Source: an optimization exercise on an open RTL-to-GDS flow (aim: a short achievable clock period and few clock cycles per item). Production flows keep margins and buffers that such runs may drop. At most, simulation tests tie the RTL to the original design; equivalence was not proved. Power figures rest on the tool's default switching activity, not on a simulated workload.

==> pepper <==
Design snax_alu_shell_wrapper, start of the top module:
module snax_alu_shell_wrapper #(
  parameter int unsigned RegRWCount   = 3,
  parameter int unsigned RegROCount   = 2,
  parameter int unsigned NumPE        = 2,
  parameter int unsigned DataWidth    = 32,
  parameter int unsigned OutDataWidth = DataWidth*2,
  parameter int unsigned RegDataWidth = 32,
  parameter int unsigned RegAddrWidth = 32
)(
  input  logic clk_i,
  input  logic rst_ni,
  output logic [(NumPE*OutDataWidth)-1:0] acc2stream_0_data_o,
  output logic acc2stream_0_valid_o,
  input  logic acc2stream_0_ready_i,
  input  logic [(NumPE*DataWidth)-1:0] stream2acc_0_data_i,
  input  logic stream2acc_0_valid_i,
  output logic stream2acc_0_ready_o,
  input  logic [(NumPE*DataWidth)-1:0] stream2acc_1_data_i,
  input  logic stream2acc_1_valid_i,
  output logic stream2acc_1_ready_o,
  input  logic [RegRWCount*RegDataWidth-1:0]      csr_reg_set_i,
  input  logic                                    csr_reg_set_valid_i,
  output logic                                    csr_reg_set_ready_o,
  output logic [RegROCount*RegDataWidth-1:0]      csr_reg_ro_set_o
);
  localparam int unsigned Width   = NumPE*OutDataWidth;
  localparam int unsigned FastLat = 1;
  localparam int unsigned QDepth  = 3;
  localparam int unsigned Cap     = QDepth + 1;
  logic       acc_output_success;
  logic       acc_ready;
  logic [1:0] csr_alu_config;
  logic [1:0] alu_mode;
  logic       is_mul;
  logic       in_ready_q;
  logic       take;
  logic       take_q;
  logic       mul_q0, mul_q1;
  logic       fast_valid, arr_valid;
  logic [Width-1:0] fast_res, prod_res, arr_data;
  logic             out_valid_q;
  logic [Width-1:0] out_data_q;
  logic [QDepth-1:0][Width-1:0] q_data;
  logic [1:0] q_wr, q_rd;
  logic [2:0] q_cnt;
  logic [2:0] occ_q;
  snax_alu_csr #(
    .RegDataWidth         ( RegDataWidth        )
  ) i_simple_alu_csr (
    .clk_i                ( clk_i               ),
    .rst_ni               ( rst_ni              ),
    .csr_reg_set_i        ( csr_reg_set_i       ),
    .csr_reg_set_valid_i  ( csr_reg_set_valid_i ),
  ...
make LEC_CHECK=0 CAP_MARGIN=20 CORE_MARGIN=2 CORE_UTILIZATION=40 SLEW_MARGIN=20 finish   # period 15.0 ns
run.sh (not shown) runs the stock make flow with config.mk's settings and CLKGATE_MAP_FILE= SYNTH_SCRIPT=/design/flow/synth_recipe.tcl, a recipe that flattens the netlist after the stock synthesis.
==> onyx: changes against pepper <==
--- a/flow/design.v
+++ b/flow/design.v
@@ -68,49 +68,26 @@
       end
     end
   end
   assign csr_reg_ro_set_o[0] = {{(RegDataWidth-1){1'b0}},reg_ro_busy};
   assign csr_reg_ro_set_o[1] = reg_ro_perf_counter;
 endmodule
-module snax_alu_pe #(
-  parameter int unsigned FastLat = 1
-) (
+module snax_alu_pe (
   input  logic        clk_i,
   input  logic [31:0] a_i,
   input  logic [31:0] b_i,
   input  logic [ 1:0] mode_i,
-  output logic [63:0] fast_o,
-  output logic [63:0] prod_o
+  output logic [63:0] c_o
 );
   logic [31:0] a_q, b_q;
   logic [ 1:0] mode_q;
   always_ff @(posedge clk_i) begin
     a_q    <= a_i;
     b_q    <= b_i;
     mode_q <= mode_i;
   end
-  logic [31:0] fa, fb;
-  logic [ 1:0] fm;
-  logic [32:0] oth;
-  if (FastLat == 1) begin : gen_fast_in
-    assign fa = a_i;
-    assign fb = b_i;
-    assign fm = mode_i;
-  end else begin : gen_fast_reg
-    assign fa = a_q;
-    assign fb = b_q;
-    assign fm = mode_q;
-  end
-  always_comb begin
-    case (fm)
-      2'd1:    oth = {1'b0, fa} - {1'b0, fb};
-      2'd3:    oth = {1'b0, fa ^ fb};
-      default: oth = {1'b0, fa} + {1'b0, fb};
-    endcase
-  end
-  assign fast_o = (fm == 2'd1) ? {{31{oth[32]}}, oth} : {31'b0, oth};
   logic [31:0][31:0] pp;
   always_comb begin
     for (int i = 0; i < 32; i++)
       for (int j = 0; j < 32; j++)
         pp[i][j] = a_q[i] & b_q[j];
   end
@@ -3359,13 +3336,23 @@
   assign s1619 = c1404 ^ pp[27][31] ^ pp[28][30];
   assign c1620 = (c1404 & pp[27][31]) | (c1404 & pp[28][30]) | (pp[27][31] & pp[28][30]);
   assign s1621 = pp[29][29] ^ pp[30][28] ^ pp[31][27];
   assign c1622 = (pp[29][29] & pp[30][28]) | (pp[29][29] & pp[31][27]) | (pp[30][28] & pp[31][27]);
   assign s1623 = pp[28][31] ^ pp[29][30] ^ pp[30][29];
   assign c1624 = (pp[28][31] & pp[29][30]) | (pp[28][31] & pp[30][29]) | (pp[29][30] & pp[30][29]);
+  logic [32:0] oth;
+  always_comb begin
+    case (mode_q)
+      2'd1:    oth = {1'b0, a_q} - {1'b0, b_q};
+      2'd3:    oth = {1'b0, a_q ^ b_q};
+      default: oth = {1'b0, a_q} + {1'b0, b_q};
+    endcase
+  end
   logic [240:0] tree_q;
+  logic [32:0] oth_q;
+  logic [ 1:0] mode_q2;
   always_ff @(posedge clk_i) begin
       tree_q[0] <= pp[0][0];
       tree_q[1] <= pp[0][1];
       tree_q[2] <= pp[1][0];
       tree_q[3] <= pp[0][2];
       tree_q[4] <= pp[1][1];
@@ -3602,12 +3589,14 @@
       tree_q[235] <= pp[29][31];
       tree_q[236] <= pp[30][30];
       tree_q[237] <= pp[31][29];
       tree_q[238] <= pp[30][31];
       tree_q[239] <= pp[31][30];
       tree_q[240] <= pp[31][31];
+      oth_q   <= oth;
+      mode_q2 <= mode_q;
   end
   logic s1625;
   logic c1626;
   logic s1627;
   logic c1628;
   logic s1629;
@@ -4075,16 +4064,23 @@
   assign s1855 = c1736 ^ s1737 ^ tree_q[233];
   assign c1856 = (c1736 & s1737) | (c1736 & tree_q[233]) | (s1737 & tree_q[233]);
   assign s1857 = c1738 ^ s1739 ^ tree_q[237];
   assign c1858 = (c1738 & s1739) | (c1738 & tree_q[237]) | (s1739 & tree_q[237]);
   assign s1859 = c1740 ^ tree_q[238] ^ tree_q[239];
   assign c1860 = (c1740 & tree_q[238]) | (c1740 & tree_q[239]) | (tree_q[238] & tree_q[239]);
-  logic [63:0] row0, row1;
+  logic [63:0] row0, row1, prod;
   assign row0 = {1'b0, c1860, c1858, c1856, c1854, c1852, c1850, c1848, c1846, c1844, c1842, c1840, c1838, c1836, c1834, c1832, c1830, c1828, c1826, c1824, c1822, c1820, c1818, c1816, c1814, c1812, c1810, c1808, c1806, c1804, c1802, c1800, c1798, c1796, c1794, c1792, c1790, c1788, c1786, c1784, c1782, c1780, c1778, c1776, c1774, c1772, c1770, c1768, c1766, c1764, c1762, c1760, c1758, c1756, c1754, c1752, c1750, c1748, c1746, c1744, c1742, s1741, tree_q[1], tree_q[0]};
   assign row1 = {1'b0, tree_q[240], s1859, s1857, s1855, s1853, s1851, s1849, s1847, s1845, s1843, s1841, s1839, s1837, s1835, s1833, s1831, s1829, s1827, s1825, s1823, s1821, s1819, s1817, s1815, s1813, s1811, s1809, s1807, s1805, s1803, s1801, s1799, s1797, s1795, s1793, s1791, s1789, s1787, s1785, s1783, s1781, s1779, s1777, s1775, s1773, s1771, s1769, s1767, s1765, s1763, s1761, s1759, s1757, s1755, s1753, s1751, s1749, s1747, s1745, s1743, tree_q[5], tree_q[2], 1'b0};
-  assign prod_o = row0 + row1;
+  assign prod = row0 + row1;
+  always_comb begin
+    case (mode_q2)
+      2'd2:    c_o = prod;
+      2'd1:    c_o = {{31{oth_q[32]}}, oth_q};
+      default: c_o = {31'b0, oth_q};
+    endcase
+  end
 endmodule
 module snax_alu_shell_wrapper #(
   parameter int unsigned RegRWCount   = 3,
   parameter int unsigned RegROCount   = 2,
   parameter int unsigned NumPE        = 2,
   parameter int unsigned DataWidth    = 32,
@@ -4106,26 +4102,24 @@
   input  logic [RegRWCount*RegDataWidth-1:0]      csr_reg_set_i,
   input  logic                                    csr_reg_set_valid_i,
   output logic                                    csr_reg_set_ready_o,
   output logic [RegROCount*RegDataWidth-1:0]      csr_reg_ro_set_o
 );
   localparam int unsigned Width   = NumPE*OutDataWidth;
-  localparam int unsigned FastLat = 1;
-  localparam int unsigned QDepth  = 3;
+  localparam int unsigned Latency = 3;
+  localparam int unsigned QDepth  = Latency;
   localparam int unsigned Cap     = QDepth + 1;
   logic       acc_output_success;
   logic       acc_ready;
   logic [1:0] csr_alu_config;
   logic [1:0] alu_mode;
-  logic       is_mul;
   logic       in_ready_q;
   logic       take;
-  logic       take_q;
-  logic       mul_q0, mul_q1;
-  logic       fast_valid, arr_valid;
-  logic [Width-1:0] fast_res, prod_res, arr_data;
+  logic [1:0] valid_q;
+  logic       res_valid;
+  logic [Width-1:0] res;
   logic             out_valid_q;
   logic [Width-1:0] out_data_q;
   logic [QDepth-1:0][Width-1:0] q_data;
   logic [1:0] q_wr, q_rd;
   logic [2:0] q_cnt;
   logic [2:0] occ_q;
@@ -4147,63 +4141,49 @@
   assign stream2acc_1_ready_o = in_ready_q;
   assign take = stream2acc_0_valid_i && stream2acc_1_valid_i && in_ready_q;
   assign acc2stream_0_valid_o = out_valid_q;
   assign acc2stream_0_data_o  = out_data_q;
   assign acc_output_success   = out_valid_q && acc2stream_0_ready_i;
   for (genvar i = 0; i < NumPE; i ++) begin: gen_pes
-    snax_alu_pe #(
-      .FastLat ( FastLat )
-    ) i_snax_alu_pe (
+    snax_alu_pe i_snax_alu_pe (
       .clk_i  ( clk_i                                           ),
       .a_i    ( stream2acc_0_data_i[i*DataWidth+:DataWidth]     ),
       .b_i    ( stream2acc_1_data_i[i*DataWidth+:DataWidth]     ),
       .mode_i ( alu_mode                                        ),
-      .fast_o ( fast_res[i*OutDataWidth+:OutDataWidth]          ),
-      .prod_o ( prod_res[i*OutDataWidth+:OutDataWidth]          )
+      .c_o    ( res[i*OutDataWidth+:OutDataWidth]               )
     );
   end
-  assign is_mul = (alu_mode == 2'd2);
   always_ff @(posedge clk_i or negedge rst_ni) begin
     if (!rst_ni) begin
-      take_q <= 1'b0;
-      mul_q0 <= 1'b0;
-      mul_q1 <= 1'b0;
+      valid_q <= '0;
     end else begin
-      take_q <= take;
-      mul_q0 <= take && is_mul;
-      mul_q1 <= mul_q0;
+      valid_q <= {valid_q[0], take};
     end
   end
-  if (FastLat == 1) begin : gen_fast1
-    assign fast_valid = take && !is_mul;
-  end else begin : gen_fast2
-    assign fast_valid = take_q && !mul_q0;
-  end
-  assign arr_valid = fast_valid || mul_q1;
-  assign arr_data  = mul_q1 ? prod_res : fast_res;
+  assign res_valid = valid_q[1];
   logic out_free;
   logic q_push, q_pop;
   assign out_free = !out_valid_q || acc2stream_0_ready_i;
   assign q_pop    = out_free && (q_cnt != 0);
-  assign q_push   = arr_valid && !(out_free && (q_cnt == 0));
+  assign q_push   = res_valid && !(out_free && (q_cnt == 0));
   always_ff @(posedge clk_i or negedge rst_ni) begin
     if (!rst_ni) begin
       out_valid_q <= 1'b0;
       q_wr        <= '0;
       q_rd        <= '0;
       q_cnt       <= '0;
       occ_q       <= '0;
       in_ready_q  <= 1'b1;
     end else begin
-      if (out_free) out_valid_q <= (q_cnt != 0) || arr_valid;
+      if (out_free) out_valid_q <= (q_cnt != 0) || res_valid;
       if (q_push) q_wr <= (q_wr == QDepth-1) ? '0 : q_wr + 1;
       if (q_pop)  q_rd <= (q_rd == QDepth-1) ? '0 : q_rd + 1;
       q_cnt <= q_cnt + 3'(q_push) - 3'(q_pop);
       occ_q <= occ_q + 3'(take) - 3'(acc_output_success);
       in_ready_q <= (occ_q + 3'(take) - 3'(acc_output_success)) < Cap;
     end
   end
   always_ff @(posedge clk_i) begin
-    if (out_free) out_data_q <= (q_cnt != 0) ? q_data[q_rd] : arr_data;
-    if (arr_valid) q_data[q_wr] <= arr_data;
+    if (out_free) out_data_q <= (q_cnt != 0) ? q_data[q_rd] : res;
+    if (res_valid) q_data[q_wr] <= res;
   end
 endmodule
==> summary of the runs <==
Between onyx and pepper, the lower count of clock-buffer cells in the layout is in pepper (gap 8). In pepper the clock power is lower than in onyx, by about 14%. Between onyx and pepper, the lower sequential cell count is in pepper (gap 70). Of onyx and pepper, onyx has the higher worst hold slack (gap 0.018 ns).
Testbench counts of onyx, summed over its fixed seeds: cycles 12,742, items 12,166.
The RTL of pepper was laid out without a check of its function.

[re-timing with driven ports]
The results above use ideal ports. As a check the final layouts listed here were re-extracted and re-timed, cells and wires unchanged.
Step 1 (the two cells are an assumption about what drives the block):
set clk [get_ports {clk_i}]
set_driving_cell -lib_cell sky130_fd_sc_hd__clkbuf_16 $clk
set_driving_cell -lib_cell sky130_fd_sc_hd__buf_2 [delete_from_list [all_inputs] $clk]
Step 2 times the ports against the registers' clock, not the clock port: input delays grow and output delays shrink by t, the midpoint of the rising clock arrivals with the driver on.
Three values: ideal ports, drivers, drivers and shift; two values: the first two.
run | t (ns) | setup slack, ns | worst setup path at the end | latest minus earliest clock arrival (ns) | worst register clock-pin slew, ns
pepper | 0.932 | 5.735 / 5.823 / 4.890 | input to register | 0.091 / 0.091 | 0.07 / 0.07
onyx | 0.925 | 9.031 / 9.031 / 8.958 | input to register | 0.082 / 0.082 | 0.07 / 0.07
After both steps setup and hold are still met in every run listed. The setup slack of pepper, which loses most, moves by +0.088 ns with the drivers and by -0.845 ns with both steps.
